From an optimization exercise on the open Yosys and OpenROAD flow, aimed at small area and a short achievable clock period; shortcuts taken in it are not production practice. The RTL was checked by simulation tests, not by an equivalence proof against the original design. Power and IR drop assume default switching activity.

job 101:
Design ahblite_interconnect, start of the top module:
module ahblite_interconnect
    (
    clk        ,
    rst        ,
    haddr_i    ,
    hwrite_i   ,
    htrans_i   ,
    hsize_i    ,
    hburst_i   ,
    hwdata_i   ,
    hmastlock_i,
    hprot_i    ,
    hreadyout_o,
    hresp_o    ,
    hrdata_o   ,
    hsel_o     ,
    haddr_o    ,
    hwrite_o   ,
    htrans_o   ,
    hsize_o    ,
    hburst_o   ,
    hwdata_o   ,
    hready_o   ,
    hmastlock_o,
    hprot_o    ,
    hreadyout_i,
    hresp_i    ,
    hrdata_i
    );
Size: about 5,900 cells after synthesis, about 770 flip-flops, roughly 1,400 I/O pins, ~49,000 µm² of cells after synthesis.
==> flow/config.mk <==
export PLATFORM = sky130hd
export DESIGN_NAME = ahblite_interconnect
export DESIGN_NICKNAME = ahblite_interconnect
export VERILOG_FILES = /design/flow/design.v
export SDC_FILE = /design/flow/constraint.sdc
export NUM_CORES = 4
export LEC_CHECK = 0
export ABC_CLOCK_PERIOD_IN_PS = 3500
export CAP_MARGIN = 20
export CORE_AREA = 5 5 415 415
export CTS_CLUSTER_DIAMETER = 150
export CTS_CLUSTER_SIZE = 20
export DIE_AREA = 0 0 420 420
export SETUP_SLACK_MARGIN = 1.95
export SLEW_MARGIN = 20
==> flow/constraint.sdc <==
create_clock -name core_clock -period 5.5 [get_ports {clk}]
set_input_delay 1.1000 -clock core_clock [delete_from_list [all_inputs] [get_ports {clk}]]
set_output_delay 1.1000 -clock core_clock [all_outputs]
set_load 0.01 [all_outputs]
standard.sh (not shown) runs the stock make flow with config.mk's settings and CLKGATE_MAP_FILE= SYNTH_SCRIPT=/design/flow/synth_recipe.tcl, a recipe that flattens the netlist after the stock synthesis.
==> flow/flow/run.sh <==
#!/bin/bash
set -euo pipefail
bash standard.sh "BUFFER_PORTS_ARGS=-buffer_cell sky130_fd_sc_hd__buf_1" finish > flow_make.log 2>&1
Job 101 finished every step from synthesis to the final layout, and the layout passed the timing, DRC and antenna checks.
--- input diff job 101..job 102 ---
==> flow/flow/run.sh <==
#!/bin/bash
set -euo pipefail
bash standard.sh "BUFFER_PORTS_ARGS=-buffer_cell sky130_fd_sc_hd__buf_1" \
  "PLACE_PINS_ARGS=-min_distance 1 -min_distance_in_tracks" finish > flow_make.log 2>&1
diff --git a/flow/config.mk b/flow/config.mk
--- a/flow/config.mk
+++ b/flow/config.mk
@@ -8,8 +8,8 @@
 export ABC_CLOCK_PERIOD_IN_PS = 3500
 export CAP_MARGIN = 20
-export CORE_AREA = 5 5 415 415
-export CTS_CLUSTER_DIAMETER = 150
-export CTS_CLUSTER_SIZE = 20
-export DIE_AREA = 0 0 420 420
-export SETUP_SLACK_MARGIN = 1.95
+export CORE_AREA = 5 5 335 335
+export CTS_CLUSTER_DIAMETER = 300
+export CTS_CLUSTER_SIZE = 50
+export DIE_AREA = 0 0 340 340
+export SETUP_SLACK_MARGIN = 1.8
 export SLEW_MARGIN = 20
==> summary.txt <==
Job 102: aborted in global routing (5_1_grt) (tool error). From job 101 to job 102 the numbers moved as follows: chip height moved down; post-synth design cell area roughly the same. Diff job 101 -> job 102: number of CTS-inserted buffers went down by 27; number of rows created at floorplan went down by 19%.
Changes in job 103 relative to job 102:
==> flow/flow/run.sh <==
#!/bin/bash
set -euo pipefail
bash standard.sh "BUFFER_PORTS_ARGS=-buffer_cell sky130_fd_sc_hd__buf_1" finish > flow_make.log 2>&1
diff --git a/flow/config.mk b/flow/config.mk
--- a/flow/config.mk
+++ b/flow/config.mk
@@ -8,8 +8,8 @@
 export ABC_CLOCK_PERIOD_IN_PS = 3500
 export CAP_MARGIN = 20
-export CORE_AREA = 5 5 335 335
-export CTS_CLUSTER_DIAMETER = 300
-export CTS_CLUSTER_SIZE = 50
-export DIE_AREA = 0 0 340 340
+export CORE_AREA = 5 5 385 385
+export CTS_CLUSTER_DIAMETER = 150
+export CTS_CLUSTER_SIZE = 20
+export DIE_AREA = 0 0 390 390
 export SETUP_SLACK_MARGIN = 1.8
 export SLEW_MARGIN = 20
--- outcome ---
[job 103] total setup buffers inserted after CTS rose about 100% relative to job 102. Between job 102 and job 103, the post-synthesis cell type count does not differ in any meaningful way. Job 103 vs. job 102: number of placed cells counting well taps went up by 528. Job 102 → job 103: effective utilization at floorplan saw a decrease; total of flip-flops plus latches after synthesis saw little to no change; global placer's final weighted congestion saw a decrease; number of levels in the clock H-tree saw an increase. Going from job 102 to job 103, vertical die dimension grew by more than 10%. Job 103 finished every stage and its layout cleared the timing, DRC and antenna checks. Job 102 is listed as incomplete: the tool reported an error in global routing (5_1_grt) and the run ended there.
> inputs changed (job 103 -> job 104)
diff --git a/flow/config.mk b/flow/config.mk
--- a/flow/config.mk
+++ b/flow/config.mk
@@ -12,4 +12,4 @@
 export CTS_CLUSTER_SIZE = 20
 export DIE_AREA = 0 0 390 390
-export SETUP_SLACK_MARGIN = 1.8
+export SETUP_SLACK_MARGIN = 1.7
 export SLEW_MARGIN = 20
## What came out
Comparing job 104 and job 103, the lower via count of the first global-routing pass was measured on job 104. Job 104 vs job 103: fraction of power consumed by the clock network up in job 104. Taking job 103 as the reference, in job 104 sequential share of layout area saw little to no change; post-CTS repair timing setup buffer count now sits lower; number of antenna violations at the first check in global routing shows a reduction of 7.
Input changes introduced in job 105 (baseline for comparison: job 104):
diff --git a/flow/config.mk b/flow/config.mk
--- a/flow/config.mk
+++ b/flow/config.mk
@@ -8,8 +8,8 @@
 export ABC_CLOCK_PERIOD_IN_PS = 3500
 export CAP_MARGIN = 20
-export CORE_AREA = 5 5 385 385
+export CORE_AREA = 5 5 415 415
 export CTS_CLUSTER_DIAMETER = 150
 export CTS_CLUSTER_SIZE = 20
-export DIE_AREA = 0 0 390 390
-export SETUP_SLACK_MARGIN = 1.7
+export DIE_AREA = 0 0 420 420
+export SETUP_SLACK_MARGIN = 1.8
 export SLEW_MARGIN = 20
Post-route fraction of the period consumed by the critical path sits lower in job 105 than in job 104.
Against job 104 as the reference, job 105 delivers a higher routed wire length.
Job 105 ended up with hrdata_o[29] as its capture point of the critical path; job 104 ended up with hrdata_o[99].
Comparing job 104 and job 105, the lower first-pass iteration count of the detailed router is on job 105.
Job 105 vs job 104: switching power up in job 105
The minimum clock period after layout in job 105 sits 0.078 ns below the value recorded for job 104.
Relative to job 104, initial standard-cell utilization of the core has decreased by 4.9 points in job 105.
From job 104 to job 105 the numbers moved as follows: cell area has increased; setup slack has increased.

==> re-timing with driven ports <==
Ports are ideal in the flow. The routed layouts listed here were re-timed in OpenROAD. Step 1 (the two cells are an assumption about what drives the block):
set clk [get_ports {clk}]
set_driving_cell -lib_cell sky130_fd_sc_hd__clkbuf_16 $clk
set_driving_cell -lib_cell sky130_fd_sc_hd__buf_2 [delete_from_list [all_inputs] $clk]
Step 2 adds t to the input delays and takes it off the output delays; t is the mean of the earliest and latest rising clock arrival at the registers after step 1. Input paths then give back, and output paths get back, about the clock's delay inside the block. Three values: no drivers, after step 1, after step 2; two values: the first two.
run	shift t [ns]	setup slack, ns	worst data-port slew with drivers (ns)
job 101	0.807	1.674 / 1.582 / 0.973	0.42
job 103	0.775	1.696 / 1.610 / 1.139	0.28
job 104	0.770	1.594 / 1.508 / 0.973	0.45
job 105	0.773	1.672 / 1.582 / 1.106	0.41
After both steps setup and hold are still met in every run listed. The setup slack of job 101, which loses most, moves by -0.092 ns with the drivers and by -0.701 ns with both steps.
